This design comes from an exercise in tuning for small area on the open sky130 flow, not from production work. The RTL was checked by simulation tests, not by an equivalence proof against the original design. No run shown here takes its clock network from TritonCTS; it comes from the design's own scripts or RTL. The clock input has no modelled driver; a real chip could not lean on it and would need a root buffer or a full tree. Power is estimated from default activity; no workload was simulated.

--- design.v ---
module alu_design #(parameter W = 8)(
    input clk, rst, mode, ce, cin,
    input [1:0] inp_valid,
    input [7:0] opa, opb,
    input [3:0] cmd,
    output err, ov, cout, g, l, e,
    output reg [15:0] res
);
localparam F_NONE = 3'd0, F_COUT = 3'd1, F_OV = 3'd2, F_ERR = 3'd3,
           F_L = 3'd4, F_G = 3'd5, F_E = 3'd6;
wire [7:0] a = opa, b = opb;
wire v01 = ~inp_valid[1] &  inp_valid[0];
wire v10 =  inp_valid[1] & ~inp_valid[0];
wire v11 =  inp_valid[1] &  inp_valid[0];
wire [3:0] k = cmd;
wire o_inc  = mode & ((v01 & k == 4'd4) | (v10 & k == 4'd6));
wire o_dec  = mode & ((v01 & k == 4'd5) | (v10 & k == 4'd7));
wire o_add  = mode & v11 & (k == 4'd0 | k == 4'd2);
wire o_sub  = mode & v11 & (k == 4'd1 | k == 4'd3);
wire o_cmp  = mode & v11 & k == 4'd8;
wire o_minc = mode & v11 & k == 4'd9;
wire o_mshl = mode & v11 & k == 4'd10;
wire o_sadd = mode & v11 & k == 4'd11;
wire o_ssub = mode & v11 & k == 4'd12;
wire rot_ok = ~|b[7:4];
wire o_lnorm = ~mode & v11 & (k <= 4'd5);           
wire o_nota = ~mode & v01 & k == 4'd6;
wire o_notb = ~mode & v10 & k == 4'd7;
wire o_shr  = ~mode & ((v01 & k == 4'd8) | (v10 & k == 4'd10));
wire o_shl  = ~mode & ((v01 & k == 4'd9) | (v10 & k == 4'd11));
wire o_rol  = ~mode & v11 & k == 4'd12 & rot_ok;
wire o_ror  = ~mode & v11 & k == 4'd13 & rot_ok;
wire o_err  = ~(o_inc | o_dec | o_add | o_sub | o_cmp | o_minc | o_mshl | o_sadd |
                o_ssub | o_lnorm | o_nota | o_notb | o_shr | o_shl | o_rol | o_ror);
wire [7:0] p, q;
wire       ci;
alu_opnd u_opnd (.mode(mode), .k(k), .cin(cin), .a(a), .b(b), .p(p), .q(q), .ci(ci));
genvar i;
localparam SPLIT = 5;
wire [SPLIT:0] c;
wire [7:0] sum;
assign c[0] = ci;
generate
    for (i = 0; i < SPLIT; i = i + 1) begin : add
        alu_fa u_fa (.a(p[i]), .b(q[i]), .c(c[i]), .s(sum[i]), .co(c[i+1]));
    end
endgenerate
wire [8:SPLIT+1] z0, z1;
wire [7:SPLIT]   s0, s1;
assign s0[SPLIT] = p[SPLIT] ^ q[SPLIT];
assign z0[SPLIT+1] = p[SPLIT] & q[SPLIT];
assign s1[SPLIT] = ~(p[SPLIT] ^ q[SPLIT]);
assign z1[SPLIT+1] = p[SPLIT] | q[SPLIT];
generate
    for (i = SPLIT + 1; i < 8; i = i + 1) begin : addh
        alu_fa u_fa0 (.a(p[i]), .b(q[i]), .c(z0[i]), .s(s0[i]), .co(z0[i+1]));
        alu_fa u_fa1 (.a(p[i]), .b(q[i]), .c(z1[i]), .s(s1[i]), .co(z1[i+1]));
    end
endgenerate
assign sum[7:SPLIT] = c[SPLIT] ? s1 : s0;
wire c8 = c[SPLIT] ? z1[8] : z0[8];
wire sum_zero = ~|sum;
wire [8:0] binc = {1'b0, b} + {8'd0, o_minc};
wire [2:0] n_rot = b[2:0] ^ {3{k[0]}};               
wire [7:0] oh = 8'd1 << n_rot;
wire y_b   = o_minc | o_mshl;
wire y_oh  = o_rol | o_ror;
wire y_one = ~(o_err | o_cmp | y_b | y_oh | o_shr);
wire [7:0] n_y = ({8{y_b}} & (binc[7:0] | {binc[8], 7'd0})) |
                 ({8{y_oh}} & oh) | {o_shr, 6'd0, y_one};
wire [7:0] n_x = sum | {o_minc & c8 & ~binc[8], 7'd0};
wire n_s    = o_mshl | o_shl | o_ror | (o_minc & (c8 | binc[8]));
wire n_fold = o_rol | o_ror | o_shr;
wire ovs = o_sadd ? ((a[7] & b[7] & ~sum[7] & |{a[6:0], b[6:0]}) | (~a[7] & ~b[7] & sum[7])) :
                    ((~a[7] & (|a) & b[7] & sum[7]) | (a[7] & ~b[7] & ~sum[7]));
wire n_hiff = (o_dec | o_sub) & ~c8 |
              (o_sadd | o_ssub) & (a[7] ^ b[7] ^ o_ssub ^ c8) |
              (o_lnorm & k[0]) | o_nota | o_notb | o_shr;
wire [2:0] n_fc = {o_cmp,
                   o_cmp ? sum_zero :
                       (o_err | ((o_dec | o_sub) & ~c8) | ((o_sadd | o_ssub) & ovs)),
                   o_cmp ? c8 & ~sum_zero : (o_err | ((o_inc | o_add) & c8))};
reg [7:0] x;
reg [7:0] y;
reg       s, fold, hiff;
reg [2:0] fc;
always @(posedge clk)
    if (ce) x <= n_x;
always @(posedge clk or posedge rst) begin
    if (rst) begin
        y <= 0; s <= 0; fold <= 0; hiff <= 0; fc <= F_ERR;
    end else if (ce) begin
        y <= n_y; s <= n_s; fold <= n_fold; hiff <= n_hiff; fc <= n_fc;
    end
end
wire [15:0] m;
  wire mu_pp0_0 = ~(x[0] & y[0]);
  wire mu_pp0_1 = ~(x[1] & y[0]);
  wire mu_pp0_2 = ~(x[2] & y[0]);
  wire mu_pp0_3 = ~(x[3] & y[0]);
  wire mu_pp0_4 = ~(x[4] & y[0]);
  wire mu_pp0_5 = ~(x[5] & y[0]);
  wire mu_pp0_6 = ~(x[6] & y[0]);
  wire mu_pp0_7 = ~(x[7] & y[0]);
  wire mu_pp1_0 = ~(x[0] & y[1]);
  wire mu_pp1_1 = ~(x[1] & y[1]);
  wire mu_pp1_2 = ~(x[2] & y[1]);
  wire mu_pp1_3 = ~(x[3] & y[1]);
  wire mu_pp1_4 = ~(x[4] & y[1]);
  wire mu_pp1_5 = ~(x[5] & y[1]);
  wire mu_pp1_6 = ~(x[6] & y[1]);
  wire mu_pp1_7 = ~(x[7] & y[1]);
  wire mu_pp2_0 = ~(x[0] & y[2]);
  wire mu_pp2_1 = ~(x[1] & y[2]);
  wire mu_pp2_2 = ~(x[2] & y[2]);
  wire mu_pp2_3 = ~(x[3] & y[2]);
  wire mu_pp2_4 = ~(x[4] & y[2]);
  wire mu_pp2_5 = ~(x[5] & y[2]);
  wire mu_pp2_6 = ~(x[6] & y[2]);
  wire mu_pp2_7 = ~(x[7] & y[2]);
  wire mu_pp3_0 = ~(x[0] & y[3]);
  wire mu_pp3_1 = ~(x[1] & y[3]);
  wire mu_pp3_2 = ~(x[2] & y[3]);
  wire mu_pp3_3 = ~(x[3] & y[3]);
  wire mu_pp3_4 = ~(x[4] & y[3]);
  wire mu_pp3_5 = ~(x[5] & y[3]);
  wire mu_pp3_6 = ~(x[6] & y[3]);
  wire mu_pp3_7 = ~(x[7] & y[3]);
  wire mu_pp4_0 = ~(x[0] & y[4]);
  wire mu_pp4_1 = ~(x[1] & y[4]);
  wire mu_pp4_2 = ~(x[2] & y[4]);
  wire mu_pp4_3 = ~(x[3] & y[4]);
  wire mu_pp4_4 = ~(x[4] & y[4]);
  wire mu_pp4_5 = ~(x[5] & y[4]);
  wire mu_pp4_6 = ~(x[6] & y[4]);
  wire mu_pp4_7 = ~(x[7] & y[4]);
  wire mu_pp5_0 = ~(x[0] & y[5]);
  wire mu_pp5_1 = ~(x[1] & y[5]);
  wire mu_pp5_2 = ~(x[2] & y[5]);
  wire mu_pp5_3 = ~(x[3] & y[5]);
  wire mu_pp5_4 = ~(x[4] & y[5]);
  wire mu_pp5_5 = ~(x[5] & y[5]);
  wire mu_pp5_6 = ~(x[6] & y[5]);
  wire mu_pp5_7 = ~(x[7] & y[5]);
  wire mu_pp6_0 = ~(x[0] & y[6]);
  wire mu_pp6_1 = ~(x[1] & y[6]);
  wire mu_pp6_2 = ~(x[2] & y[6]);
  wire mu_pp6_3 = ~(x[3] & y[6]);
  wire mu_pp6_4 = ~(x[4] & y[6]);
  wire mu_pp6_5 = ~(x[5] & y[6]);
  wire mu_pp6_6 = ~(x[6] & y[6]);
  wire mu_pp6_7 = ~(x[7] & y[6]);
  wire mu_pp7_0 = ~(x[0] & y[7]);
  wire mu_pp7_1 = ~(x[1] & y[7]);
  wire mu_pp7_2 = ~(x[2] & y[7]);
  wire mu_pp7_3 = ~(x[3] & y[7]);
  wire mu_pp7_4 = ~(x[4] & y[7]);
  wire mu_pp7_5 = ~(x[5] & y[7]);
  wire mu_pp7_6 = ~(x[6] & y[7]);
  wire mu_pp7_7 = ~(x[7] & y[7]);
  wire mu_fs0, mu_fc0;
  alu_fa u_mu_fs0 (.a(mu_pp0_2), .b(mu_pp1_1), .c(mu_pp2_0), .s(mu_fs0), .co(mu_fc0));
  wire mu_fs1, mu_fc1;
  alu_fa u_mu_fs1 (.a(mu_pp0_3), .b(mu_pp1_2), .c(mu_pp2_1), .s(mu_fs1), .co(mu_fc1));
  wire mu_fs2, mu_fc2;
  alu_fa u_mu_fs2 (.a(mu_pp3_0), .b(mu_fc0), .c(mu_fs1), .s(mu_fs2), .co(mu_fc2));
  wire mu_fs3, mu_fc3;
  alu_fa u_mu_fs3 (.a(mu_pp0_4), .b(mu_pp1_3), .c(mu_pp2_2), .s(mu_fs3), .co(mu_fc3));
  wire mu_fs4, mu_fc4;
  alu_fa u_mu_fs4 (.a(mu_pp3_1), .b(mu_pp4_0), .c(mu_fc1), .s(mu_fs4), .co(mu_fc4));
  wire mu_fs5, mu_fc5;
  alu_fa u_mu_fs5 (.a(mu_fs3), .b(mu_fs4), .c(mu_fc2), .s(mu_fs5), .co(mu_fc5));
  wire mu_fs6, mu_fc6;
  alu_fa u_mu_fs6 (.a(mu_pp0_5), .b(mu_pp1_4), .c(mu_pp2_3), .s(mu_fs6), .co(mu_fc6));
  wire mu_fs7, mu_fc7;
  alu_fa u_mu_fs7 (.a(mu_pp3_2), .b(mu_pp4_1), .c(mu_pp5_0), .s(mu_fs7), .co(mu_fc7));
  wire mu_fs8, mu_fc8;
  alu_fa u_mu_fs8 (.a(mu_fc3), .b(mu_fs6), .c(mu_fs7), .s(mu_fs8), .co(mu_fc8));
  wire mu_fs9, mu_fc9;
  alu_fa u_mu_fs9 (.a(mu_fc4), .b(mu_fs8), .c(mu_fc5), .s(mu_fs9), .co(mu_fc9));
  wire mu_fs10, mu_fc10;
  alu_fa u_mu_fs10 (.a(mu_pp0_6), .b(mu_pp1_5), .c(mu_pp2_4), .s(mu_fs10), .co(mu_fc10));
  wire mu_fs11, mu_fc11;
  alu_fa u_mu_fs11 (.a(mu_pp3_3), .b(mu_pp4_2), .c(mu_pp5_1), .s(mu_fs11), .co(mu_fc11));
  wire mu_fs12, mu_fc12;
  alu_fa u_mu_fs12 (.a(mu_pp6_0), .b(mu_fc6), .c(mu_fc7), .s(mu_fs12), .co(mu_fc12));
  wire mu_fs13, mu_fc13;
  alu_fa u_mu_fs13 (.a(mu_fs10), .b(mu_fs11), .c(mu_fc8), .s(mu_fs13), .co(mu_fc13));
  wire mu_fs14, mu_fc14;
  alu_fa u_mu_fs14 (.a(mu_fs12), .b(mu_fs13), .c(mu_fc9), .s(mu_fs14), .co(mu_fc14));
  wire mu_fs15, mu_fc15;
  alu_fa u_mu_fs15 (.a(mu_pp0_7), .b(mu_pp1_6), .c(mu_pp2_5), .s(mu_fs15), .co(mu_fc15));
  wire mu_fs16, mu_fc16;
  alu_fa u_mu_fs16 (.a(mu_pp3_4), .b(mu_pp4_3), .c(mu_pp5_2), .s(mu_fs16), .co(mu_fc16));
  wire mu_fs17, mu_fc17;
  alu_fa u_mu_fs17 (.a(mu_pp6_1), .b(mu_pp7_0), .c(mu_fc10), .s(mu_fs17), .co(mu_fc17));
  wire mu_fs18, mu_fc18;
  alu_fa u_mu_fs18 (.a(mu_fc11), .b(mu_fs15), .c(mu_fs16), .s(mu_fs18), .co(mu_fc18));
  wire mu_fs19, mu_fc19;
  alu_fa u_mu_fs19 (.a(mu_fc12), .b(mu_fs17), .c(mu_fs18), .s(mu_fs19), .co(mu_fc19));
  wire mu_fs20, mu_fc20;
  alu_fa u_mu_fs20 (.a(mu_fc13), .b(mu_fs19), .c(mu_fc14), .s(mu_fs20), .co(mu_fc20));
  wire mu_fs21, mu_fc21;
  alu_fa u_mu_fs21 (.a(mu_pp1_7), .b(mu_pp2_6), .c(mu_pp3_5), .s(mu_fs21), .co(mu_fc21));
  wire mu_fs22, mu_fc22;
  alu_fa u_mu_fs22 (.a(mu_pp4_4), .b(mu_pp5_3), .c(mu_pp6_2), .s(mu_fs22), .co(mu_fc22));
  wire mu_fs23, mu_fc23;
  alu_fa u_mu_fs23 (.a(mu_pp7_1), .b(mu_fc15), .c(mu_fc16), .s(mu_fs23), .co(mu_fc23));
  wire mu_fs24, mu_fc24;
  alu_fa u_mu_fs24 (.a(mu_fs21), .b(mu_fs22), .c(mu_fc17), .s(mu_fs24), .co(mu_fc24));
  wire mu_fs25, mu_fc25;
  alu_fa u_mu_fs25 (.a(mu_fc18), .b(mu_fs23), .c(mu_fs24), .s(mu_fs25), .co(mu_fc25));
  wire mu_fs26, mu_fc26;
  alu_fa u_mu_fs26 (.a(mu_fc19), .b(mu_fs25), .c(mu_fc20), .s(mu_fs26), .co(mu_fc26));
  wire mu_fs27, mu_fc27;
  alu_fa u_mu_fs27 (.a(mu_pp2_7), .b(mu_pp3_6), .c(mu_pp4_5), .s(mu_fs27), .co(mu_fc27));
  wire mu_fs28, mu_fc28;
  alu_fa u_mu_fs28 (.a(mu_pp5_4), .b(mu_pp6_3), .c(mu_pp7_2), .s(mu_fs28), .co(mu_fc28));
  wire mu_fs29, mu_fc29;
  alu_fa u_mu_fs29 (.a(mu_fc21), .b(mu_fc22), .c(mu_fs27), .s(mu_fs29), .co(mu_fc29));
  wire mu_fs30, mu_fc30;
  alu_fa u_mu_fs30 (.a(mu_fs28), .b(mu_fc23), .c(mu_fs29), .s(mu_fs30), .co(mu_fc30));
  wire mu_fs31, mu_fc31;
  alu_fa u_mu_fs31 (.a(mu_fc24), .b(mu_fs30), .c(mu_fc25), .s(mu_fs31), .co(mu_fc31));
  wire mu_fs32, mu_fc32;
  alu_fa u_mu_fs32 (.a(mu_pp3_7), .b(mu_pp4_6), .c(mu_pp5_5), .s(mu_fs32), .co(mu_fc32));
  wire mu_fs33, mu_fc33;
  alu_fa u_mu_fs33 (.a(mu_pp6_4), .b(mu_pp7_3), .c(mu_fc27), .s(mu_fs33), .co(mu_fc33));
  wire mu_fs34, mu_fc34;
  alu_fa u_mu_fs34 (.a(mu_fc28), .b(mu_fs32), .c(mu_fs33), .s(mu_fs34), .co(mu_fc34));
  wire mu_fs35, mu_fc35;
  alu_fa u_mu_fs35 (.a(mu_fc29), .b(mu_fs34), .c(mu_fc30), .s(mu_fs35), .co(mu_fc35));
  wire mu_fs36, mu_fc36;
  alu_fa u_mu_fs36 (.a(mu_pp4_7), .b(mu_pp5_6), .c(mu_pp6_5), .s(mu_fs36), .co(mu_fc36));
  wire mu_fs37, mu_fc37;
  alu_fa u_mu_fs37 (.a(mu_pp7_4), .b(mu_fc32), .c(mu_fs36), .s(mu_fs37), .co(mu_fc37));
  wire mu_fs38, mu_fc38;
  alu_fa u_mu_fs38 (.a(mu_fc33), .b(mu_fs37), .c(mu_fc34), .s(mu_fs38), .co(mu_fc38));
  wire mu_fs39, mu_fc39;
  alu_fa u_mu_fs39 (.a(mu_pp5_7), .b(mu_pp6_6), .c(mu_pp7_5), .s(mu_fs39), .co(mu_fc39));
  wire mu_fs40, mu_fc40;
  alu_fa u_mu_fs40 (.a(mu_fc36), .b(mu_fs39), .c(mu_fc37), .s(mu_fs40), .co(mu_fc40));
  wire mu_fs41, mu_fc41;
  alu_fa u_mu_fs41 (.a(mu_pp6_7), .b(mu_pp7_6), .c(mu_fc39), .s(mu_fs41), .co(mu_fc41));
  wire mu_hs42 = ~(mu_pp0_1 ^ mu_pp1_0);
  wire mu_hc42 = mu_pp0_1 | mu_pp1_0;
  wire mu_hs43 = ~(mu_fs0 ^ mu_hc42);
  wire mu_hc43 = mu_fs0 | mu_hc42;
  wire mu_hs44 = ~(mu_fs2 ^ mu_hc43);
  wire mu_hc44 = mu_fs2 | mu_hc43;
  wire mu_hs45 = ~(mu_fs5 ^ mu_hc44);
  wire mu_hc45 = mu_fs5 | mu_hc44;
  wire mu_hs46 = ~(mu_fs9 ^ mu_hc45);
  wire mu_hc46 = mu_fs9 | mu_hc45;
  wire mu_hs47 = ~(mu_fs14 ^ mu_hc46);
  wire mu_hc47 = mu_fs14 | mu_hc46;
  wire mu_hs48 = ~(mu_fs20 ^ mu_hc47);
  wire mu_hc48 = mu_fs20 | mu_hc47;
  wire mu_hs49 = ~(mu_fs26 ^ mu_hc48);
  wire mu_hc49 = mu_fs26 | mu_hc48;
  wire mu_fs50, mu_fc50;
  alu_fa u_mu_fs50 (.a(mu_fs31), .b(mu_fc26), .c(mu_hc49), .s(mu_fs50), .co(mu_fc50));
  wire mu_fs51, mu_fc51;
  alu_fa u_mu_fs51 (.a(mu_fs35), .b(mu_fc31), .c(mu_fc50), .s(mu_fs51), .co(mu_fc51));
  wire mu_fs52, mu_fc52;
  alu_fa u_mu_fs52 (.a(mu_fs38), .b(mu_fc35), .c(mu_fc51), .s(mu_fs52), .co(mu_fc52));
  wire mu_fs53, mu_fc53;
  alu_fa u_mu_fs53 (.a(mu_fs40), .b(mu_fc38), .c(mu_fc52), .s(mu_fs53), .co(mu_fc53));
  wire mu_fs54, mu_fc54;
  alu_fa u_mu_fs54 (.a(mu_fs41), .b(mu_fc40), .c(mu_fc53), .s(mu_fs54), .co(mu_fc54));
  wire mu_fs55, mu_fc55;
  alu_fa u_mu_fs55 (.a(mu_pp7_7), .b(mu_fc41), .c(mu_fc54), .s(mu_fs55), .co(mu_fc55));
  assign m = ~{mu_fc55, mu_fs55, mu_fs54, mu_fs53, mu_fs52, mu_fs51, mu_fs50, mu_hs49, mu_hs48, mu_hs47, mu_hs46, mu_hs45, mu_hs44, mu_hs43, mu_hs42, mu_pp0_0};
wire [15:0] ms = s ? {m[14:0], 1'b0} : m;
wire [7:0]  hi = (hiff ? {8{~fold}} : ms[15:8]) | {7'd0, fc == F_COUT};
wire [7:0]  lo = ms[7:0] | ({8{fold}} & {s & m[14], ms[14:8]});
reg [2:0] fc2;
always @(posedge clk or posedge rst) begin
    if (rst) begin
        res <= 0; fc2 <= F_NONE;
    end else if (ce) begin
        res <= {hi, lo}; fc2 <= fc;
    end
end
assign cout = fc2 == F_COUT;
assign ov   = fc2 == F_OV;
assign g    = fc2 == F_G;
assign l    = fc2 == F_L;
assign e    = fc2 == F_E;
assign err  = fc2 == F_ERR;
endmodule
module alu_fa (input a, b, c, output s, co);
    assign s = a ^ b ^ c;
    assign co = (a & b) | (c & (a ^ b));
endmodule
module alu_opnd (input mode, input [3:0] k, input cin, input [7:0] a, b,
                 output [7:0] p, output [7:0] q, output reg ci);
genvar i;
reg [3:0] tt;
always @(*) begin
    case ({mode, k})
        5'b1_0100: tt = 4'b0000;         
        5'b1_0101: tt = 4'b1111;         
        5'b1_0001, 5'b1_0011, 5'b1_1000, 5'b1_1100:
                   tt = 4'b0101;         
        5'b1_1001, 5'b1_1010:
                   tt = 4'b0000;         
        5'b0_0000: tt = 4'b1000;         
        5'b0_0001: tt = 4'b0111;         
        5'b0_0010: tt = 4'b1110;         
        5'b0_0011: tt = 4'b0001;         
        5'b0_0100: tt = 4'b0110;         
        5'b0_0101: tt = 4'b1001;         
        5'b0_0110: tt = 4'b0011;         
        5'b0_0111: tt = 4'b0101;         
        5'b0_1000, 5'b0_1001, 5'b0_1100, 5'b0_1101:
                   tt = 4'b1100;         
        default:   tt = 4'b1010;         
    endcase
end
wire shr_k = ~mode & k[3] & ~k[2] & ~k[0];       
generate
    for (i = 0; i < 8; i = i + 1) begin : lg
        if (i == 0) begin : b0
            wire q0;
            alu_lut2 u_lut (.a(a[i]), .b(b[i]), .tt(tt), .q(q0));
            assign q[i] = q0 & ~shr_k;
        end else begin : bn
            alu_lut2 u_lut (.a(a[i]), .b(b[i]), .tt(tt), .q(q[i]));
        end
    end
endgenerate
wire       p_b  = ~k[3] & k[2] & k[1];           
wire       p_a  = mode & ~p_b;
wire       p_ff = mode & p_b & k[0];
assign p = ({8{p_a}} & a) | {8{p_ff}};
always @(*) begin
    case ({mode, k})
        5'b1_0100, 5'b1_0110, 5'b1_0001, 5'b1_1000, 5'b1_1001, 5'b1_1100:
                   ci = 1'b1;            
        5'b1_0010: ci = cin;             
        5'b1_0011: ci = ~cin;            
        default:   ci = 1'b0;
    endcase
end
endmodule
module alu_lut2 (input a, b, input [3:0] tt, output q);
    assign q = tt[{a, b}];
endmodule
--- flow/run.sh ---
#!/bin/bash
# Standard ORFS layout with these changes:
#  - synthesis maps logic with area-oriented ABC scripts (flow/synth.tcl)
#  - port buffers use the smallest buffer cell
#  - clock: flow/pre_cts.tcl replaces TritonCTS by one clock buffer per group
#    of nearby registers (three groups), each driven by the clock port
set -euo pipefail
F="$PWD/flow"
export PRE_CTS_TCL="$F/pre_cts.tcl"
export ALU_CLOCK_BUFFER=sky130_fd_sc_hd__clkbuf_8
export ALU_CLOCK_GROUPS=3
bash standard.sh SYNTH_SCRIPT="$F/synth.tcl" \
  "BUFFER_PORTS_ARGS=-buffer_cell sky130_fd_sc_hd__buf_1" \
  finish > standard.log 2>&1
--- flow/area.abc ---
strash
&get -n
&deepsyn -I 10 -J 50
&put
dch -f
amap -m
topo
stime -c
dnsize -c
--- flow/lut.abc ---
strash
&get -n
&nf -R 1000
&put
--- flow/opnd.abc ---
strash
dc2
dch -f
amap
topo
stime -c
dnsize -c
--- flow/pre_cts.tcl ---
# Clock distribution: instead of TritonCTS's tree (a root buffer, four leaf
# buffers and dummy loads), the registers are split into a few groups by
# position and each group gets one clock buffer, placed at the group's centre
# and driven by the clock port.  The port then drives only those buffers.
proc clock_tree_synthesis {args} {
  set cell $::env(ALU_CLOCK_BUFFER)
  set ngroups $::env(ALU_CLOCK_GROUPS)
  set block [ord::get_db_block]
  set dbu [$block getDbUnitsPerMicron]
  set regs {}
  foreach pin [get_pins -of_objects [get_nets clk]] {
    set inst [sta::sta_to_db_inst [get_cells -of_objects $pin]]
    set bb [$inst getBBox]
    lappend regs [list $pin \
      [expr {([$bb xMin] + [$bb xMax]) / 2.0 / $dbu}] \
      [expr {([$bb yMin] + [$bb yMax]) / 2.0 / $dbu}]]
  }
  # k-means on the register positions, started from groups of equal size
  # taken in order of x
  set regs [lsort -real -index 1 $regs]
  set n [llength $regs]
  set centres {}
  for {set g 0} {$g < $ngroups} {incr g} {
    set part [lrange $regs [expr {$g * $n / $ngroups}] [expr {($g + 1) * $n / $ngroups - 1}]]
    set sx 0.0; set sy 0.0
    foreach r $part { set sx [expr {$sx + [lindex $r 1]}]; set sy [expr {$sy + [lindex $r 2]}] }
    lappend centres [list [expr {$sx / [llength $part]}] [expr {$sy / [llength $part]}]]
  }
  for {set it 0} {$it < 20} {incr it} {
    set members [lrepeat $ngroups {}]
    foreach r $regs {
      set best 0; set bd 1e30
      for {set g 0} {$g < $ngroups} {incr g} {
        set c [lindex $centres $g]
        set d [expr {abs([lindex $r 1] - [lindex $c 0]) + abs([lindex $r 2] - [lindex $c 1])}]
        if { $d < $bd } { set bd $d; set best $g }
      }
      lset members $best [concat [lindex $members $best] [list $r]]
    }
    set centres {}
    for {set g 0} {$g < $ngroups} {incr g} {
      set part [lindex $members $g]
      set sx 0.0; set sy 0.0
      foreach r $part { set sx [expr {$sx + [lindex $r 1]}]; set sy [expr {$sy + [lindex $r 2]}] }
      set k [expr {max(1, [llength $part])}]
      lappend centres [list [expr {$sx / $k}] [expr {$sy / $k}]]
    }
  }
  for {set g 0} {$g < $ngroups} {incr g} {
    set part [lindex $members $g]
    if { [llength $part] == 0 } { continue }
    set pins {}
    foreach r $part { lappend pins [lindex $r 0] }
    insert_buffer -buffer_cell $cell -net [get_nets clk] -load_pins $pins \
      -location [lindex $centres $g] -buffer_name clkbuf_g$g -net_name clknet_g$g
    puts "clock group $g: [llength $part] registers, buffer at [lindex $centres $g]"
  }
  set_propagated_clock [all_clocks]
}
--- flow/synth.tcl ---
# synth_recipe.tcl with these changes:
#  - the final technology mapping uses ABC scripts beside this file instead
#    of ORFS's speed script: lut.abc (maps the 2-input function unit alu_lut2
#    to one 4:1 mux), opnd.abc (no deep restructuring, which keeps the operand
#    decode shallow) for module alu_opnd, area.abc for the rest
#  - half adders are left as plain logic (only full adders become adder cells)
proc synth {args} { yosys synth -nofsm -noshare {*}$args }
set ::flow_dir [file dirname [file normalize [info script]]]
proc abc {args} {
  set i [lsearch $args -script]
  set a0 $args
  lset a0 [expr {$i + 1}] [file join $::flow_dir lut.abc]
  set a1 $args
  lset a1 [expr {$i + 1}] [file join $::flow_dir opnd.abc]
  set a2 $args
  lset a2 [expr {$i + 1}] [file join $::flow_dir area.abc]
  yosys abc {*}$a0 alu_lut2
  yosys abc {*}$a1 alu_opnd
  yosys abc {*}$a2 alu_design alu_fa
}
proc extract_fa {args} { yosys extract_fa -fa {*}$args }
source $::env(SCRIPTS_DIR)/synth.tcl
# left out here: clear keep_hierarchy, flatten, clean up, hide names made inside functions, write 1_2_yosys.v
--- standard.sh ---
#!/bin/bash
# synth_recipe.tcl (not shown) runs the flow's synth.tcl, then flattens the netlist and writes it again
# the make line also repeats each setting of config.mk as NAME=value (left out here)
make -C /OpenROAD-flow-scripts/flow DESIGN_CONFIG=/design/flow/config.mk WORK_HOME=/design/flow/orfs CLKGATE_MAP_FILE= SYNTH_SCRIPT=/design/flow/synth_recipe.tcl "${@:-finish}"
--- config.mk ---
export PLATFORM = sky130hd
export DESIGN_NAME = alu_design
export DESIGN_NICKNAME = alu_design
export VERILOG_FILES = /design/flow/design.v
export SDC_FILE = /design/flow/constraint.sdc
export NUM_CORES = 4
export LEC_CHECK = 0
export CAP_MARGIN = 20
export CORE_MARGIN = 2
export CORE_UTILIZATION = 68
export CTS_BUF_LIST = sky130_fd_sc_hd__clkbuf_8
export GPL_TIMING_DRIVEN = 0
export SLEW_MARGIN = 20
export SYNTH_HIERARCHICAL = 1
--- constraint.sdc ---
create_clock -name core_clock -period 7.0 [get_ports {clk}]
set_input_delay 1.4000 -clock core_clock [delete_from_list [all_inputs] [get_ports {clk}]]
set_output_delay 1.4000 -clock core_clock [all_outputs]
set_load 0.01 [all_outputs]
==> results.ini, run 1 <==
[outcome]
status = timing/DRC/antenna clean

[logic_synthesis]
syn_avg_cell_area_sq_um = 9.01
syn_nets = 541
synth-async-reset-ratio_pct = 80.5
synth.distinct_cells = 38
synth-edff-count = 8
synth-seq-cells = 41
synth_top_area_share_pct = 27.7
yosysWarnings = 8
yosys.area.top_type = fa_1
netlist_area_sq_um = 4120
ys.flop_type = dfrtp_1
yosysSeqAreaShare_pct = 25.9
synthCells = 457
synth_area_leaders = fa_1, dfrtp_1, nand2_1, edfxtp_1, clkinv_1

[worst_setup_path]
reg2regPathDepth = 18
worstPathCellList = nand2_1, fa_1, fa_1, fa_1, fa_1, fa_1, fa_1, fa_1, clkinv_1, nand2_1, fa_1, fa_1, fa_1, fa_1, fa_1, fa_1, o21a_1, o221ai_1
r2r-end = res[6]$_DFFE_PP0P_
worst_ep_arrival_time_ns = 6.77
cpMostUsedCell = fa_1
reg2reg_from = y[2]$_DFFE_PP0P_
endpoint_kind = flop
crit_path_start_kind = flop
crit_type = reg -> reg
r2r_slack_ns = 0.30
critPathSlowestCell = dfrtp_1
required_ns = 7.07
crit_fanout = 9
cpPeakStageDelay_ns = 0.61

[drt]
drt_iter0_markers = 273
vias = 3734
wl_per_cell_um = 17.0
route.detailed.drc = 0
ant_nets = 0
finalWirelength_um = 9890
vias_per_cell = 6.40
drt-pass1-iter-count = 5

[global_route]
grt.overflow.total = 0
track_usage_pct = 31.4
grt_pass1_vias = 3503
antenna_found_initial = 0
grt_pass1_wl_um = 16200
grt_start_max_net_pins = 34

[layout]
nets = 594
fillCellCount = 425
antenna_cells = 0
synthToLayoutAreaGrowth_pct = 8.17
finalNonFillerCells = 583
multiInputGateArea_sq_um = 2870
seq_area_sq_um = 1070
drive_gt1_share_pct = 4.13
most-common-layout-cells = nand2_1, fa_1, clkinv_1, nor2_1, buf_1
final_common_cell = nand2_1
fin_area_sq_um = 4450

[cts]
clk_pin_slew_worst_paths_ns = 0.11
insertion_delay_ns = 0.16
hold_buffers = 0

[floorplanning]
die_area_sq_um = 6690
start_util_pct = 70.0
die_width_um = 81.8
fp-row-count = 28
die_h_um = 81.8
core-area_sq_um = 5890
ios = 49

[sta]
fin_worst_skew_ns = 0.0423
slew_viol_final = 0
max_slew_margin_pct = 35.7
finalHoldViolCount = 0
timing.final.crit_share_pct = 95.7
fmax_ghz = 0.149
fin_ws_ns = 0.299
worstMarginPinSlew_ns = 0.957
min_period_ns = 6.70
setup_viol = 0

[job]
cap_violations = 0

[placement]
port_buffers = 48
dpl.hpwl_um = 7930
dpl_cell_area_sq_um = 4390
place_ws_ns = -0.457
dp_cells = 580
gp_routability_congestion = 0.905

[min_path]
hold_path_depth = 2
hp-start = res[6]$_DFFE_PP0P_
hold_path_class = reg -> reg
hold_end = res[6]$_DFFE_PP0P_

[power_and_ir_drop]
ir_worst_vdd_uv = 187
powerDensity_nw_per_um2 = 165
leakage_uw = 0.00134

==> how the worst max path moves through the flow <==
stage               slack [ns]  depth (start not counted)            endpoint              from
finish                    0.30                         18  res[6]$_DFFE_PP0P_  y[2]$_DFFE_PP0P_
global route             -0.01                         21   fc[1]$_DFFE_PP1P_            cmd[2]
CTS                       0.12                         21   fc[1]$_DFFE_PP1P_            cmd[1]
detailed placement       -0.46                         21   fc[1]$_DFFE_PP1P_            cmd[1]
global placement         -0.30                         21   fc[1]$_DFFE_PP1P_            cmd[1]
floorplan                 0.66                         18  res[6]$_DFFE_PP0P_  y[0]$_DFFE_PP0P_
==> state kept, by name, summed over array words and instances (netlist names) <==
register	count
res	16
x	8
y	8
fc2	3
fc	3
fold	1
hiff	1
s	1
==> synthesized netlist by cell type, drive strengths merged (2+ instances only) <==
cell type / number
nor4: 4
a22oi: 5
a222oi: 2
nor2: 49
a21o: 2
o2111ai: 2
fa: 57
nor2b: 4
or3: 5
o22ai: 8
a221o: 5
dfstp: 2
and2: 2
or4: 2
or2: 3
mux4: 8
a21oi: 15
nand2: 96
o221ai: 11
a2111oi: 2
edfxtp: 8
o21a: 5
nand4: 2
nor3: 24
o22a: 3
clkinv: 50
o211ai: 2
a31oi: 2
o2bb2ai: 2
o21ai: 31
dfrtp: 31
a211oi: 3
nand3: 5
==> stage by stage <==
stage / setup TNS, ns / power [uW] / hold WS (ns) / util (%)
after floorplan: 0 / 537 / 0.474 / -
after global placement: -1.04 / 629 / 0.481 / 74.6
after detailed placement: -1.51 / 641 / 0.487 / 74.7
after CTS: 0 / 733 / 0.508 / 75.4
after global routing: -0.0111 / 794 / 0.533 / 75.7
final: 0 / 737 / 0.513 / 75.7
==> Yosys stat by module (local to each module, per instance) <==
module      times used  cells inside  area, sq um  flops+latches
alu_design           1           341         2550             41
alu_fa              57             1         20.0              0
alu_opnd             1            51          249              0
alu_lut2             8             1         22.5              0
==> layer usage <==
metal,wire length [um],vias to the layer above,global-route usage [%]
li1,-,1718,-
met1,3960,1803,40.6
met2,5010,185,57.5
met3,616,28,1.76
met4,303,0,8.67
met5,0,-,0
==> cell type report, without the clock buffers <==
class                      count  share of cell area (%)
inverter                      50                    4.24
timing repair buffer          48                    4.16
multi-input combinational    366                    64.5
sequential                    41                    24.0
tap                           75                    2.11
==> critical path: cells and delay by family, from the launching register on <==
| family | cells | cell delay (ns) |
|---|---|---|
| adder cells (fa/ha/maj) | 13 | 5.33 |
| AND/OR/NAND/NOR | 2 | 0.20 |
| buffers and inverters | 1 | 0.08 |
| AO/OA/AOI/OAI | 2 | 0.37 |
| flip-flops | 1 | 0.61 |
==> what timing repair did <==
item / in CTS / in global routing
resized for setup: 2 / 9
buffers inserted: 0 / 0
setup endpoints to repair: 4 / 7
==> kinds of logic (layout without fill, tap and decap cells) <==
logic type	after synthesis	count (layout)	synth area share, %
buffers and inverters	50	101	4.56
DFF	41	41	25.9
muxes	8	8	4.38
adders and majority gates	57	57	27.7
AOI/OAI and AO/OA	104	104	17.1
and+or+nand+nor	197	197	20.3
==> where the power goes <==
group / leakage, uW / switching, uW / internal [uW]
clock: 0.0000216 / 57.9 / 39.5
combinational: 0.000833 / 181 / 118
sequential: 0.000490 / 51.0 / 290
total: 0.00134 / 290 / 447
==> inputs of run 2 (changes only) <==
--- a/config.mk
+++ b/config.mk
@@ -9,3 +9,3 @@
 export CORE_MARGIN = 2
-export CORE_UTILIZATION = 68
+export CORE_UTILIZATION = 52
 export CTS_BUF_LIST = sky130_fd_sc_hd__clkbuf_8
==> run 2 against run 1 <==
Compared with the run above:
- sequential power barely moved
- clock power fell by 1%
- combinational power barely moved
- first-iteration DRC count fell by 39%
- via count fell by 2.8%
==> results.ini, run 2 <==
[cts]
insertion_delay_ns = 0.16  ; about the same
hold_buffers = 0  ; unchanged
clk_pin_slew_worst_paths_ns = 0.10  ; about the same

[logic_synthesis]
yosys.area.top_type = fa_1
synth_top_family_by_area = adder cells
synth.distinct_cells = 38  ; unchanged
synthCells = 457  ; unchanged
synth-edff-count = 8  ; unchanged
syn_nets = 541  ; unchanged
netlist_area_sq_um = 4120  ; unchanged
synth-compound-area-share_pct = 17.1  ; unchanged
syn_avg_cell_area_sq_um = 9.01  ; unchanged
synthSimpleGateAreaFrac_pct = 20.3  ; unchanged
synth_most_common_cell = nand2_1
synth-seq-cells = 41  ; unchanged
synth-async-reset-ratio_pct = 80.5  ; unchanged
synth_top_area_share_pct = 27.7  ; unchanged
synthTopCellsByCount = nand2_1, fa_1, clkinv_1
ys.flop_type = dfrtp_1
synth_xor_area_share_pct = 0  ; unchanged
yosysSeqAreaShare_pct = 25.9  ; unchanged
synthMuxAreaShare_pct = 4.38  ; unchanged
synthAdderAreaFrac_pct = 27.7  ; unchanged
synth_area_leaders = fa_1, dfrtp_1, nand2_1, edfxtp_1, clkinv_1
yosysWarnings = 8  ; unchanged

[worst_setup_path]
worst_ep_arrival_time_ns = 6.79  ; +0.02 ns
reg2reg_from = y[1]$_DFFE_PP0P_
cp_num_cells = 18  ; unchanged
cp-endpoint = res[6]$_DFFE_PP0P_
critPathSlowestCell = dfrtp_1
reg2regPathDepth = 18  ; unchanged
crit_fanout = 9  ; unchanged
r2r-end = res[6]$_DFFE_PP0P_
worstPathCellList = nand2_1, fa_1, fa_1, fa_1, fa_1, fa_1, fa_1, fa_1, clkinv_1, nand2_1, fa_1, fa_1, fa_1, fa_1, fa_1, fa_1, o21a_1, o221ai_1
path_buf_inv = 1  ; unchanged
required_ns = 7.07  ; about the same
r2r_slack_ns = 0.28  ; -0.02 ns
critPathTopFamily = adder cells
startpoint = y[1]$_DFFE_PP0P_
crit_type = reg -> reg
endpoint_kind = flop
cpMostUsedCell = fa_1
cpPeakStageDelay_ns = 0.57  ; -0.04 ns
crit_path_start_kind = flop

[drt]
drt-pass1-iter-count = 4  ; -1
finalWirelength_um = 10100  ; +2.2%
drt_iter0_markers = 167  ; -39%
route.detailed.drc = 0  ; unchanged
ant_nets = 0  ; unchanged
vias_per_cell = 5.95  ; -7.1%
vias = 3631  ; -2.8%
wl_per_cell_um = 16.6  ; -2.3%

[floorplanning]
die_h_um = 93.0  ; +14%
die_area_sq_um = 8650  ; +29%
start_util_pct = 53.6  ; -16 points
ios = 49  ; unchanged
core-area_sq_um = 7690  ; +31%
die_width_um = 93.0  ; +14%
fp-row-count = 32  ; +14%

[global_route]
track_usage_pct = 23.9  ; -7.5 points
grt_pass1_wl_um = 16600  ; +2.9%
grt_start_max_net_pins = 34  ; unchanged
grt.overflow.total = 0  ; unchanged
grt_pass1_vias = 3552  ; +1.4%
grtUsageMet1_pct = 31.8  ; -8.8 points
grt-busiest-layer = met2
antenna_found_initial = 0  ; unchanged
grtUsageMet3_pct = 0.645  ; -1.1 points
gr-usage-met2_pct = 44.3  ; -13 points

[layout]
reg_top3 = res: 16 flops, x: 8 flops, y: 8 flops
nets = 594  ; unchanged
drive_gt1_share_pct = 4.13  ; unchanged
synthToLayoutAreaGrowth_pct = 8.99
final_common_cell = nand2_1
most-common-layout-cells = nand2_1, fa_1, clkinv_1, nor2_1, buf_1
top_register = res
fillCellCount = 774  ; +82%
largest_reg_flops = 16  ; unchanged
antenna_cells = 0  ; unchanged
fin_util_pct = 58.4  ; -17 points

[power_and_ir_drop]
design_power_total_uw = 737  ; about the same
leakage_uw = 0.00135  ; +0.34%
ir_worst_vdd_uv = 101  ; -46%
powerDensity_nw_per_um2 = 164  ; -0.71%

[job]
cap_violations = 0  ; unchanged

[sta]
max_slew_margin_pct = 34.7  ; -1.0 points
rsz0062_at_grt = false
slew_viol_final = 0  ; unchanged
min_period_ns = 6.72  ; +0.0199 ns
fmax_ghz = 0.149  ; -0.30%
fin_ws_ns = 0.279  ; -0.0199 ns
fin_setup_tns_ns = 0  ; unchanged
timing.final.crit_share_pct = 96.0  ; +0.28 points
worstMarginPinSlew_ns = 0.972  ; +0.0153 ns
finalHoldViolCount = 0  ; unchanged
fin_worst_skew_ns = 0.0338  ; -0.00845 ns
setup_viol = 0  ; unchanged

[placement]
place_ws_ns = -0.470  ; -0.0128 ns
port_buffers = 48  ; unchanged
gp_routability_congestion = 0.872  ; -3.7%
dpl.hpwl_um = 8260  ; +4.2%

[outcome]
status = timing/DRC/antenna clean

[min_path]
hold_path_class = reg -> reg

run 2: cell counts after synthesis:
Identical to the previous run, type by type.
run 2: where the power goes:
group	switching, uW	total [uW]	internal, uW
sequential	51.2	341	290
combinational	182	300	118
clock	56.6	96.0	39.4
total	290	737	447
run 2: logic make-up after synthesis:
logic type / Yosys count
DFF: 41
muxes: 8
buffers and inverters: 50
and+or+nand+nor: 197
adders and majority gates: 57
AOI/OAI and AO/OA: 104
run 2: Yosys stat by module (local to each module, per instance):
module      flip-flops and latches  copies in the design
alu_opnd                         0                     1
alu_fa                           0                    57
alu_lut2                         0                     8
alu_design                      41                     1
run 2: how the worst min path moves through the flow:
stage	from	end	slack, ns	cells past startpoint
4_1_cts	res[7]$_DFFE_PP0P_	res[7]$_DFFE_PP0P_	0.50	2
2_1_floorplan	fc[0]$_DFFE_PP1P_	fc[0]$_DFFE_PP1P_	0.47	2
3_5_place_dp	res[7]$_DFFE_PP0P_	res[7]$_DFFE_PP0P_	0.48	2
3_3_place_gp	res[7]$_DFFE_PP0P_	res[7]$_DFFE_PP0P_	0.48	2
5_1_grt	res[6]$_DFFE_PP0P_	res[6]$_DFFE_PP0P_	0.52	2
6_report	res[6]$_DFFE_PP0P_	res[6]$_DFFE_PP0P_	0.50	2
run 2: cell type report, without the clock buffers:
type | count | area [sq um] | area share [%]
Sequential cell | 41 | 1070 | 23.8
Multi-Input combinational cell | 366 | 2870 | 64.0
Inverter | 50 | 189 | 4.21
Timing Repair Buffer | 48 | 186 | 4.15
Tap cell | 102 | 128 | 2.84
run 2: routing by layer:
metal | up-vias | part of all wire [%]
li1 | 1715 | -
met1 | 1794 | 43
met2 | 107 | 50
met3 | 15 | 4.0
met4 | 0 | 2.3
met5 | - | 0
run 2: repair_timing:
| action | 4_1_cts | 5_1_grt |
|---|---|---|
| setup endpoints to repair | 5 | 7 |
| gates resized for setup | 2 | 9 |
| hold endpoints to repair | 0 | 0 |
| setup buffers | 0 | 0 |
run 2: per-stage QoR:
stage | hold WS [ns] | instance area [sq um] | instances
floorplan | 0.474 | 4120 | 457
global placement | 0.479 | 4430 | 607
detailed placement | 0.477 | 4430 | 607
CTS | 0.502 | 4470 | 610
global route | 0.524 | 4490 | 610
finish | 0.501 | 4490 | 610
run 2: worst min-delay path: stages, from the launching register on:
cell and delay, ns:
dfrtp_1 0.35, nand2_1 0.06, o221ai_1 0.06
==> inputs of run 3 (changes only) <==
--- a/config.mk
+++ b/config.mk
@@ -9,3 +9,3 @@
 export CORE_MARGIN = 2
-export CORE_UTILIZATION = 52
+export CORE_UTILIZATION = 60
 export CTS_BUF_LIST = sky130_fd_sc_hd__clkbuf_8
==> run 3 against run 2 <==
Compared with the run above:
- via count is 1.2% higher
- synthesized cell count stayed put
- power increased by 0.41%
- synthesized area is the same
- still clean on timing, DRC and antenna
- utilization increased by 8.2 points
- final area is 0.33% lower
- critical path depth did not move
- setup slack worse by 0.0078 ns
- highest routed layer unchanged
- largest power group unchanged
==> results.ini, run 3 <==
[outcome]
status = timing/DRC/antenna clean

[power_and_ir_drop]
power.internal_uw = 448  ; +0.32%
powerDensity_nw_per_um2 = 165  ; +0.75%
p_comb_share_pct = 40.9  ; +0.2 points
swShare_pct = 39.4  ; +0.055 points
ir_worst_vdd_uv = 117  ; +17%
power.switching_uw = 292  ; +0.55%
p_seq_share_pct = 46.0  ; -0.3 points
leakage_uw = 0.00135  ; +0.17%
clock_power_share_pct = 13.1  ; about the same

[min_path]
hold_end = fc[0]$_DFFE_PP1P_
hold_path_depth = 2  ; unchanged
hold_path_class = reg -> reg
hp-start = fc[0]$_DFFE_PP1P_

[cts]
hold_buffers = 0  ; unchanged
insertion_delay_ns = 0.16  ; about the same
clk_pin_slew_worst_paths_ns = 0.10  ; about the same
cts.repair.resized = 2  ; unchanged
cts_setup_buffers = 0  ; unchanged

[layout]
largest_reg_flops = 16  ; unchanged
reg_top3 = res: 16 flops, x: 8 flops, y: 8 flops
most-common-layout-cells = nand2_1, fa_1, clkinv_1, nor2_1, buf_1
nets = 594  ; unchanged
final_common_cell = nand2_1
synthToLayoutAreaGrowth_pct = 8.63
top_register = res
drive_gt1_share_pct = 4.72  ; +0.59 points
fin_util_pct = 66.6  ; +8.2 points
fillCellCount = 565  ; -27%
antenna_cells = 0  ; unchanged

[sta]
rsz0062_at_grt = false
timing.final.crit_share_pct = 96.1  ; +0.11 points
fmax_ghz = 0.149  ; -0.12%
fin_ws_ns = 0.272  ; -0.00776 ns
fin_worst_skew_ns = 0.0298  ; -0.00398 ns
finalHoldViolCount = 0  ; unchanged
min_period_ns = 6.73  ; +0.00776 ns
worstMarginPinSlew_ns = 0.932  ; -0.0406 ns
setup_viol = 0  ; unchanged
max_slew_margin_pct = 37.4  ; +2.7 points
fin_setup_tns_ns = 0  ; unchanged
slew_viol_final = 0  ; unchanged

[logic_synthesis]
synth-edff-count = 8  ; unchanged
synth_top_area_share_pct = 27.7  ; unchanged
synthTopCellsByCount = nand2_1, fa_1, clkinv_1
synth-async-reset-ratio_pct = 80.5  ; unchanged
synth_most_common_cell = nand2_1
yosysWarnings = 8  ; unchanged
synthCells = 457  ; unchanged
synth.distinct_cells = 38  ; unchanged
ys.flop_type = dfrtp_1
yosysSeqAreaShare_pct = 25.9  ; unchanged
yosys.area.top_type = fa_1
syn_avg_cell_area_sq_um = 9.01  ; unchanged
synth-seq-cells = 41  ; unchanged
synth_area_leaders = fa_1, dfrtp_1, nand2_1, edfxtp_1, clkinv_1
netlist_area_sq_um = 4120  ; unchanged
syn_nets = 541  ; unchanged

[drt]
vias = 3674  ; +1.2%
vias_per_cell = 6.25  ; +5.0%
wl_per_cell_um = 16.9  ; +1.7%
drt-pass1-iter-count = 6  ; +2
finalWirelength_um = 9910  ; -2.0%
ant_nets = 0  ; unchanged
route.detailed.drc = 0  ; unchanged
drt_iter0_markers = 263  ; +57%

[placement]
port_buffers = 48  ; unchanged
place_ws_ns = -0.532  ; -0.0615 ns
gp_routability_congestion = 0.880  ; +0.93%
dpl.hpwl_um = 7880  ; -4.6%

[worst_setup_path]
crit_fanout = 9  ; unchanged
reg2regPathDepth = 18  ; unchanged
cpPeakStageDelay_ns = 0.59  ; +0.02 ns
path_buf_inv = 1  ; unchanged
crit_path_start_kind = flop
critPathSlowestCell = dfrtp_1
worstPathCellList = nand2_1, fa_1, fa_1, fa_1, fa_1, fa_1, fa_1, fa_1, clkinv_1, nand2_1, fa_1, fa_1, fa_1, fa_1, fa_1, fa_1, o21a_1, o221ai_1
r2r-end = res[6]$_DFFE_PP0P_
reg2reg_from = y[2]$_DFFE_PP0P_
r2r_slack_ns = 0.27  ; about the same
required_ns = 7.06  ; about the same
endpoint_kind = flop
crit_type = reg -> reg
critPathTopFamily = adder cells
worst_ep_arrival_time_ns = 6.79  ; about the same
cpMostUsedCell = fa_1

[global_route]
grt_pass1_vias = 3605  ; +1.5%
grt_start_max_net_pins = 34  ; unchanged
grt_pass1_wl_um = 16700  ; +0.62%
antenna_found_initial = 0  ; unchanged
track_usage_pct = 27.8  ; +4.0 points
grt.overflow.total = 0  ; unchanged

[floorplanning]
fp-row-count = 30  ; -6.3%
die_area_sq_um = 7540  ; -13%
ios = 49  ; unchanged
die_width_um = 86.8  ; -6.6%
die_h_um = 86.8  ; -6.6%
core-area_sq_um = 6720  ; -13%
start_util_pct = 61.3  ; +7.7 points

[job]
cap_violations = 0  ; unchanged

## run 3: worst max-delay path by stage
stage               cells past startpoint              from                 end
floorplan                              18  y[0]$_DFFE_PP0P_  res[6]$_DFFE_PP0P_
global placement                       21            cmd[1]   fc[1]$_DFFE_PP1P_
detailed placement                     21            cmd[1]   fc[1]$_DFFE_PP1P_
CTS                                    21            cmd[0]   fc[1]$_DFFE_PP1P_
global route                           18  y[2]$_DFFE_PP0P_  res[6]$_DFFE_PP0P_
finish                                 18  y[2]$_DFFE_PP0P_  res[6]$_DFFE_PP0P_
## run 3: through the flow
| stage | cell area [sq um] | total power, uW | hold WS (ns) | instances |
|---|---|---|---|---|
| CTS | 4450 | 736 | 0.499 | 588 |
| floorplan | 4120 | 537 | 0.474 | 457 |
| global route | 4470 | 799 | 0.537 | 588 |
| finish | 4470 | 740 | 0.500 | 588 |
| global placement | 4400 | 633 | 0.476 | 585 |
| detailed placement | 4400 | 642 | 0.485 | 585 |
## run 3: final cells by class, without the clock buffers
type / count / area (sq um) / area share (%)
Inverter: 50 / 189 / 4.22
Multi-Input combinational cell: 366 / 2890 / 64.5
Sequential cell: 41 / 1070 / 23.9
Tap cell: 80 / 100 / 2.24
Timing Repair Buffer: 48 / 186 / 4.17
## run 3: modules after synthesis, one instance, submodules excluded
module	flip-flops and latches	times used	area (sq um)
alu_design	41	1	2550
alu_lut2	0	8	22.5
alu_opnd	0	1	249
alu_fa	0	57	20.0
## run 3: cell families after synthesis
logic type / after synthesis / share of synthesized area [%]
AND/OR/NAND/NOR: 197 / 20.3
multiplexers: 8 / 4.38
AO/OA/AOI/OAI: 104 / 17.1
buffers and inverters: 50 / 4.56
adder cells (fa/ha/maj): 57 / 27.7
flip-flops: 41 / 25.9
## run 3: power groups by stage
stage	clock network, uW	registers [uW]	logic (uW)
after floorplan	0	338	199
after global placement	0	342	291
after detailed placement	0	344	299
after CTS	97.5	339	300
after global routing	107	346	346
final	97.1	340	303
## run 3: layer usage
metal | GRT usage, % | vias to the layer above | share of wire (%)
li1 | - | 1722 | -
met1 | 37.3 | 1774 | 42
met2 | 49.2 | 155 | 50
met3 | 1.52 | 23 | 5.4
met4 | 8.24 | 0 | 3.1
met5 | 0 | - | 0
## run 3: worst reg2reg max path, delay by kind of cell, from the launching register on
family                     cells  cell delay (ns)
adders and majority gates     13             5.38
DFF                            1             0.59
AOI/OAI and AO/OA              2             0.38
and+or+nand+nor                2             0.21
buffers and inverters          1             0.08
==> inputs of run 4 (changes only) <==
--- a/design.v
+++ b/design.v
@@ -347,3 +347,3 @@
 module alu_lut2 (input a, b, input [3:0] tt, output q);
-    assign q = tt[{a, b}];
+    assign q = b ? (a ? tt[3] : tt[1]) : (a ? tt[2] : tt[0]);
 endmodule
==> run 4 against run 3 <==
Compared with the run above:
- hold slack better by 0.0018 ns
- highest routed layer unchanged
- critical path depth stayed put
- flip-flop and latch count stayed put
- via count is 0.27% lower
- critical path type unchanged
- largest power group unchanged
- die area stayed put
- global-route usage is 0.30 points lower
- power is 1.6% higher
- fmax hardly changed
- synthesized cell count stayed put
- largest cell class unchanged
==> results.ini, run 4 <==
[sta]
fmax_ghz = 0.149  ; about the same
fin_ws_ns = 0.266  ; -0.00517 ns
worst_hold_slack_ns = 0.502  ; +0.00176 ns
slew_viol_final = 0  ; unchanged
max_slew_margin_pct = 37.5  ; +0.12 points
min_period_ns = 6.73  ; +0.00517 ns
timing.final.crit_share_pct = 96.2  ; about the same
worstMarginPinSlew_ns = 0.930  ; -0.00186 ns
fin_worst_skew_ns = 0.0308  ; +0.000943 ns
setup_viol = 0  ; unchanged
finalHoldViolCount = 0  ; unchanged

[placement]
place_ws_ns = -0.620  ; -0.0883 ns
port_buffers = 48  ; unchanged
gp_routability_congestion = 0.902  ; +2.5%
dpl_cell_area_sq_um = 4400  ; unchanged
dpl.hpwl_um = 7990  ; +1.3%

[global_route]
antenna_found_initial = 0  ; unchanged
grt_pass1_wl_um = 16600  ; -1.2%
grt_pass1_vias = 3516  ; -2.5%
grt_start_max_net_pins = 34  ; unchanged
grt.overflow.total = 0  ; unchanged
track_usage_pct = 27.5  ; -0.30 points

[layout]
most-common-layout-cells = nand2_1, fa_1, clkinv_1, nor2_1, buf_1
synthToLayoutAreaGrowth_pct = 10.0
fillCellCount = 577  ; +2.1%
largest_reg_flops = 16  ; unchanged
fin_area_sq_um = 4530  ; +1.3%
reg_top3 = res: 16 flops, x: 8 flops, y: 8 flops
nets = 602  ; +1.3%
top_register = res
multiInputGateArea_sq_um = 2880  ; -0.13%
seq_area_sq_um = 1070  ; +0.12%
drive_gt1_share_pct = 6.40  ; +1.7 points
antenna_cells = 0  ; unchanged
final_common_cell = nand2_1

[floorplanning]
die_width_um = 86.8  ; unchanged
start_util_pct = 61.3  ; unchanged
ios = 49  ; unchanged
fp-row-count = 30  ; unchanged
core-area_sq_um = 6720  ; unchanged
die_h_um = 86.8  ; unchanged
die_area_sq_um = 7540  ; unchanged

[drt]
drt_iter0_markers = 223  ; -15%
vias = 3664  ; -0.27%
finalWirelength_um = 10100  ; +1.8%
vias_per_cell = 6.15  ; -1.6%
ant_nets = 0  ; unchanged
route.detailed.drc = 0  ; unchanged
wl_per_cell_um = 16.9  ; +0.40%
drt-pass1-iter-count = 5  ; -1

[worst_setup_path]
crit_fanout = 7  ; -2
required_ns = 7.02  ; -0.04 ns
crit_type = reg -> reg
worst_ep_arrival_time_ns = 6.75  ; -0.04 ns
crit_path_start_kind = flop
endpoint_kind = flop

[job]
cap_violations = 0  ; unchanged

[logic_synthesis]
synth.distinct_cells = 38  ; unchanged
synth_top_area_share_pct = 27.7  ; unchanged
yosysSeqAreaShare_pct = 25.9  ; unchanged
yosysWarnings = 8  ; unchanged
syn_avg_cell_area_sq_um = 9.01  ; unchanged
synth_most_common_cell = nand2_1
synth_area_leaders = fa_1, dfrtp_1, nand2_1, edfxtp_1, clkinv_1
synth-async-reset-ratio_pct = 80.5  ; unchanged
syn_nets = 541  ; unchanged
synthTopCellsByCount = nand2_1, fa_1, clkinv_1
yosys.area.top_type = fa_1
ys.flop_type = dfrtp_1
synthCells = 457  ; unchanged
netlist_area_sq_um = 4120  ; unchanged
synth-edff-count = 8  ; unchanged
synth-seq-cells = 41  ; unchanged

[outcome]
status = timing/DRC/antenna clean

[cts]
insertion_delay_ns = 0.16  ; about the same
clk_pin_slew_worst_paths_ns = 0.10  ; about the same

[power_and_ir_drop]
powerDensity_nw_per_um2 = 166  ; +0.33%
ir_worst_vdd_uv = 118  ; +0.41%
leakage_uw = 0.00139  ; +2.6%

[min_path]
hold_path_class = reg -> reg

==> run 4: cell counts after synthesis <==
Identical to the previous run, type by type.
==> run 4: kinds of logic after synthesis <==
logic type / after synthesis / synth area share, %
muxes: 8 / 4.38
adders and majority gates: 57 / 27.7
buffers and inverters: 50 / 4.56
AOI/OAI and AO/OA: 104 / 17.1
and+or+nand+nor: 197 / 20.3
DFF: 41 / 25.9
==> run 4: layout make-up, without the clock buffers <==
| cell class | instances | share of cell area, % |
|---|---|---|
| repair buffers | 56 | 5.44 |
| multi-input cells | 366 | 63.6 |
| inverters | 50 | 4.17 |
| well taps | 80 | 2.21 |
| flip-flops and latches | 41 | 23.7 |
==> run 4: timing repair <==
action                                  CTS  global route
gates resized for setup                   3            11
hold buffers                              0             0
buffers inserted                          0             8
endpoints found under the setup margin    5             7
==> run 4: modules after synthesis (local to each module, per instance) <==
module | flip-flops and latches | copies in the design | cells
alu_design | 41 | 1 | 341
alu_lut2 | 0 | 8 | 1
alu_opnd | 0 | 1 | 51
alu_fa | 0 | 57 | 1
==> run 4: layer usage <==
metal	GRT usage (%)	up-vias	routed length, um
met5	0	-	0
met4	8.66	0	287
met3	1.14	18	471
met2	48.1	142	5120
met1	37.4	1776	4210
li1	-	1728	-
==> run 4: metrics by stage <==
step | TNS [ns] | util, % | instances | power [uW]
finish | 0 | 67.4 | 596 | 752
global route | -0.0175 | 67.4 | 596 | 808
CTS | 0 | 66.2 | 588 | 739
detailed placement | -2.23 | 65.5 | 585 | 644
global placement | -1.57 | 65.5 | 585 | 633
floorplan | 0 | - | 457 | 537
==> run 4: power by group <==
part           internal (uW)  switching, uW
clock                   39.4           57.0
sequential               290           50.4
combinational            128            187
total                    457            295
==> run 4: worst paths after layout <==
kind	slack, ns	start	endpoint	depth (start not counted)
worst max-delay path	0.27	x[3]$_DFFE_PP_	res[6]$_DFFE_PP0P_	18
worst min-delay path	0.50	fc[0]$_DFFE_PP1P_	fc[0]$_DFFE_PP1P_	2
worst max register to register	0.27	x[3]$_DFFE_PP_	res[6]$_DFFE_PP0P_	18
worst min register to register	0.50	fc[0]$_DFFE_PP1P_	fc[0]$_DFFE_PP1P_	2
max in group asynchronous	5.37	rst	y[4]$_DFFE_PP0P_	2
min in group asynchronous	1.24	rst	s$_DFFE_PP0P_	2
==> run 4: worst max-delay path, cell delays in order, from the launching register on <==
cell      delay (ns)
edfxtp_1        0.52
nand2_1         0.13
fa_1            0.45
fa_1            0.46
fa_1            0.42
fa_1            0.39
fa_1            0.39
fa_1            0.38
fa_1            0.44
clkinv_1        0.08
nand2_1         0.08
fa_1            0.39
fa_1            0.40
fa_1            0.42
fa_1            0.40
fa_1            0.42
fa_2            0.58
o21a_1          0.15
o221ai_1        0.12
==> inputs of run 5 (changes only) <==
--- a/config.mk
+++ b/config.mk
@@ -9,3 +9,3 @@
 export CORE_MARGIN = 2
-export CORE_UTILIZATION = 60
+export CORE_UTILIZATION = 52
 export CTS_BUF_LIST = sky130_fd_sc_hd__clkbuf_8
==> run 5 against run 4 <==
Compared with the run above:
- still clean
- sequential share of layout area is 0.16 points higher
- synthesized area is the same
- final area fell by 0.80%
- flip-flop and latch count stayed put
- largest power group unchanged
==> results.ini, run 5 <==
[global_route]
antenna_found_initial = 0  ; unchanged
grt_start_max_net_pins = 34  ; unchanged
grt_pass1_wl_um = 17000  ; +2.8%
track_usage_pct = 24.6  ; -3.0 points
grt.overflow.total = 0  ; unchanged
grt_pass1_vias = 3550  ; +0.97%

[logic_synthesis]
synth_area_leaders = fa_1, dfrtp_1, nand2_1, edfxtp_1, clkinv_1
synth_top_family_by_area = adder cells
ys.flop_type = dfrtp_1
yosysSeqAreaShare_pct = 25.9  ; unchanged
synth_most_common_cell = nand2_1
netlist_area_sq_um = 4120  ; unchanged
synthCells = 457  ; unchanged
syn_nets = 541  ; unchanged
yosysWarnings = 8  ; unchanged
synth-seq-cells = 41  ; unchanged
synthMuxAreaShare_pct = 4.38  ; unchanged
yosys.area.top_type = fa_1
synth-edff-count = 8  ; unchanged
synthAdderAreaFrac_pct = 27.7  ; unchanged
synthSimpleGateAreaFrac_pct = 20.3  ; unchanged
synth_xor_area_share_pct = 0  ; unchanged
synth_top_area_share_pct = 27.7  ; unchanged
synth-compound-area-share_pct = 17.1  ; unchanged
synth-async-reset-ratio_pct = 80.5  ; unchanged
synthTopCellsByCount = nand2_1, fa_1, clkinv_1
synth.distinct_cells = 38  ; unchanged
syn_avg_cell_area_sq_um = 9.01  ; unchanged

[sta]
fin_setup_tns_ns = 0  ; unchanged
finalHoldViolCount = 0  ; unchanged
max_slew_margin_pct = 39.6  ; +2.1 points
worst_hold_slack_ns = 0.495  ; -0.00657 ns
timing.final.crit_share_pct = 96.3  ; +0.14 points
fin_worst_skew_ns = 0.0224  ; -0.00841 ns
worstMarginPinSlew_ns = 0.899  ; -0.0311 ns
slew_viol_final = 0  ; unchanged
fmax_ghz = 0.148  ; -0.15%
min_period_ns = 6.74  ; +0.00991 ns
rsz0062_at_grt = false
setup_viol = 0  ; unchanged

[layout]
multiInputGateArea_sq_um = 2880  ; about the same
largest_reg_flops = 16  ; unchanged
finalNonFillerCells = 610  ; +2.3%
antenna_cells = 0  ; unchanged
synthToLayoutAreaGrowth_pct = 9.15
most-common-layout-cells = nand2_1, fa_1, clkinv_1, nor2_1, buf_1
final_common_cell = nand2_1
top_register = res
drive_gt1_share_pct = 4.53  ; -1.9 points
fillCellCount = 735  ; +27%
reg_top3 = res: 16 flops, x: 8 flops, y: 8 flops
nets = 594  ; -1.3%
seq_area_sq_um = 1070  ; -0.12%

[worst_setup_path]
cp_num_cells = 21  ; +3
path_buf_inv = 5  ; +4
endpoint_kind = flop
cpMostUsedCell = fa_1
required_ns = 7.09  ; +0.07 ns
cpPeakStageDelay_ns = 0.54  ; -0.04 ns
critPathTopFamily = adder cells
worstPathCellList = clkbuf_2, clkinv_1, o21ai_4, clkinv_1, o221ai_1, o21ai_0, mux4_2, clkinv_1, a31oi_1, fa_1, fa_1, fa_1, fa_1, fa_1, o22ai_1, clkinv_1, a22oi_1, nor3_1, a211oi_1, o21ai_0, o22a_1
crit_path_start_kind = primary input
crit_fanout = 10  ; +3
worst_ep_arrival_time_ns = 6.83  ; +0.08 ns
crit_type = in -> reg
critPathSlowestCell = mux4_2
reg2regPathDepth = 18  ; unchanged

[drt]
drt_iter0_markers = 237  ; +6.3%
vias_per_cell = 5.86  ; -4.7%
ant_nets = 0  ; unchanged
vias = 3574  ; -2.5%
finalWirelength_um = 10300  ; +2.1%
drt-pass1-iter-count = 4  ; -1
route.detailed.drc = 0  ; unchanged
wl_per_cell_um = 16.9  ; -0.22%

[power_and_ir_drop]
leakage_uw = 0.00135  ; -2.7%
p_seq_share_pct = 46.0  ; +0.8 points
power.internal_uw = 448  ; -2.1%
ir_worst_vdd_uv = 71.6  ; -39%
swShare_pct = 39.5  ; +0.36 points
power.switching_uw = 293  ; -0.64%
p_comb_share_pct = 40.9  ; -1.1 points
clock_power_share_pct = 13.1  ; +0.3 points
design_power_total_uw = 741  ; -1.5%
powerDensity_nw_per_um2 = 165  ; -0.73%

[cts]
cts_setup_buffers = 0  ; unchanged
clk_pin_slew_worst_paths_ns = 0.09  ; about the same
hold_buffers = 0  ; unchanged
insertion_delay_ns = 0.15  ; about the same
cts.repair.resized = 2  ; -1

[floorplanning]
die_width_um = 93.0  ; +7.1%
die_area_sq_um = 8650  ; +15%
core-area_sq_um = 7690  ; +14%
ios = 49  ; unchanged
die_h_um = 93.0  ; +7.1%
start_util_pct = 53.6  ; -7.7 points
fp-row-count = 32  ; +6.7%

[outcome]
status = timing/DRC/antenna clean

[job]
cap_violations = 0  ; unchanged

[min_path]
hold_path_class = reg -> reg
hold_path_depth = 2  ; unchanged

[placement]
port_buffers = 48  ; unchanged
gp_routability_congestion = 0.857  ; -5.0%
dpl.hpwl_um = 8330  ; +4.3%
dp_cells = 607  ; +3.8%

-- run 5: modules after synthesis, one instance, submodules excluded --
module,cell area [sq um],cells inside,times used
alu_lut2,22.5,1,8
alu_fa,20.0,1,57
alu_opnd,249,51,1
alu_design,2550,341,1
-- run 5: metrics by stage --
step	setup slack, ns	cell area (sq um)	util (%)
2_1_floorplan	0.661	4120	-
3_3_place_gp	-0.494	4430	57.6
3_5_place_dp	-0.562	4430	57.6
4_1_cts	0.0375	4470	58.2
5_1_grt	0.0221	4490	58.5
6_report	0.257	4490	58.5
-- run 5: final timing paths --
check	startpoint	to	slack (ns)
worst max-delay path	cmd[1]	fc[1]$_DFFE_PP1P_	0.26
worst min-delay path	fc[0]$_DFFE_PP1P_	fc[0]$_DFFE_PP1P_	0.50
worst max register to register	y[2]$_DFFE_PP0P_	res[6]$_DFFE_PP0P_	0.26
worst min register to register	fc[0]$_DFFE_PP1P_	fc[0]$_DFFE_PP1P_	0.50
max in group asynchronous	rst	y[1]$_DFFE_PP0P_	5.36
min in group asynchronous	rst	res[3]$_DFFE_PP0P_	1.25
-- run 5: cell type report, without the clock buffers --
class                      instances  area share [%]
multi-input combinational        366            64.1
timing repair buffer              48            4.15
tap                              102            2.84
inverter                          50            4.20
sequential                        41            23.8
-- run 5: cells by family after synthesis --
kind of cell | count (synthesis)
buffers and inverters | 50
flip-flops | 41
adder cells (fa/ha/maj) | 57
AND/OR/NAND/NOR | 197
multiplexers | 8
AO/OA/AOI/OAI | 104
-- run 5: power by group through the flow --
stage                     Sequential, uW  Combinational [uW]  Clock (uW)
final                                341                 303        97.0
after floorplan                      338                 199           0
after global routing                 346                 343         104
after detailed placement             345                 303           0
after global placement               343                 295           0
after CTS                            340                 304        99.9
-- run 5: worst reg2reg max path, cell delays in order, from the launching register on --
cell and delay (ns):
dfrtp_1 0.58, nand2_1 0.13, fa_1 0.41, fa_1 0.47, fa_1 0.42, fa_1 0.38, fa_1 0.38, fa_1 0.38
fa_1 0.44, clkinv_1 0.09, nand2_1 0.08, fa_1 0.39, fa_1 0.39, fa_1 0.41, fa_1 0.39, fa_1 0.40
fa_1 0.49, o21a_1 0.21, o221ai_1 0.21
-- run 5: per-layer routing --
layer  track usage (%)  vias up  part of all wire [%]
met5                 0        -                     0
met2              46.6       98                    52
met3             0.967        8                   3.8
li1                  -     1720                     -
met1              32.4     1748                    43
met4              2.94        0                   1.1

## port drivers added, routing unchanged
How much do the figures lean on ideal ports? The routed layouts below were timed once more, with nothing changed but the port constraints. Step 1, drivers: a clkbuf_16 drives clk and a buf_2 each remaining input, both assumed. Step 2 times the ports against the registers' clock, not the clock port: input delays grow and output delays shrink by t, the midpoint of the rising clock arrivals with the driver on. a / b / c = ideal ports / drivers / drivers and shift; a / b = the first two.
| run | t, ns | setup slack, ns | hold WS [ns] | worst data-port slew with drivers (ns) |
|---|---|---|---|---|
| run 1 | 0.198 | 0.299 / 0.299 / 0.157 | 0.513 / 0.513 / 0.513 | 0.03 |
| run 2 | 0.190 | 0.279 / 0.279 / 0.233 | 0.501 / 0.501 / 0.501 | 0.03 |
| run 3 | 0.195 | 0.272 / 0.272 / 0.249 | 0.500 / 0.500 / 0.500 | 0.04 |
| run 4 | 0.192 | 0.266 / 0.266 / 0.192 | 0.502 / 0.502 / 0.502 | 0.03 |
| run 5 | 0.190 | 0.257 / 0.263 / 0.092 | 0.495 / 0.495 / 0.495 | 0.03 |
After both steps every run listed still meets setup and hold. The setup slack of run 5, which loses most, moves by +0.006 ns with the drivers and by -0.165 ns with both steps.
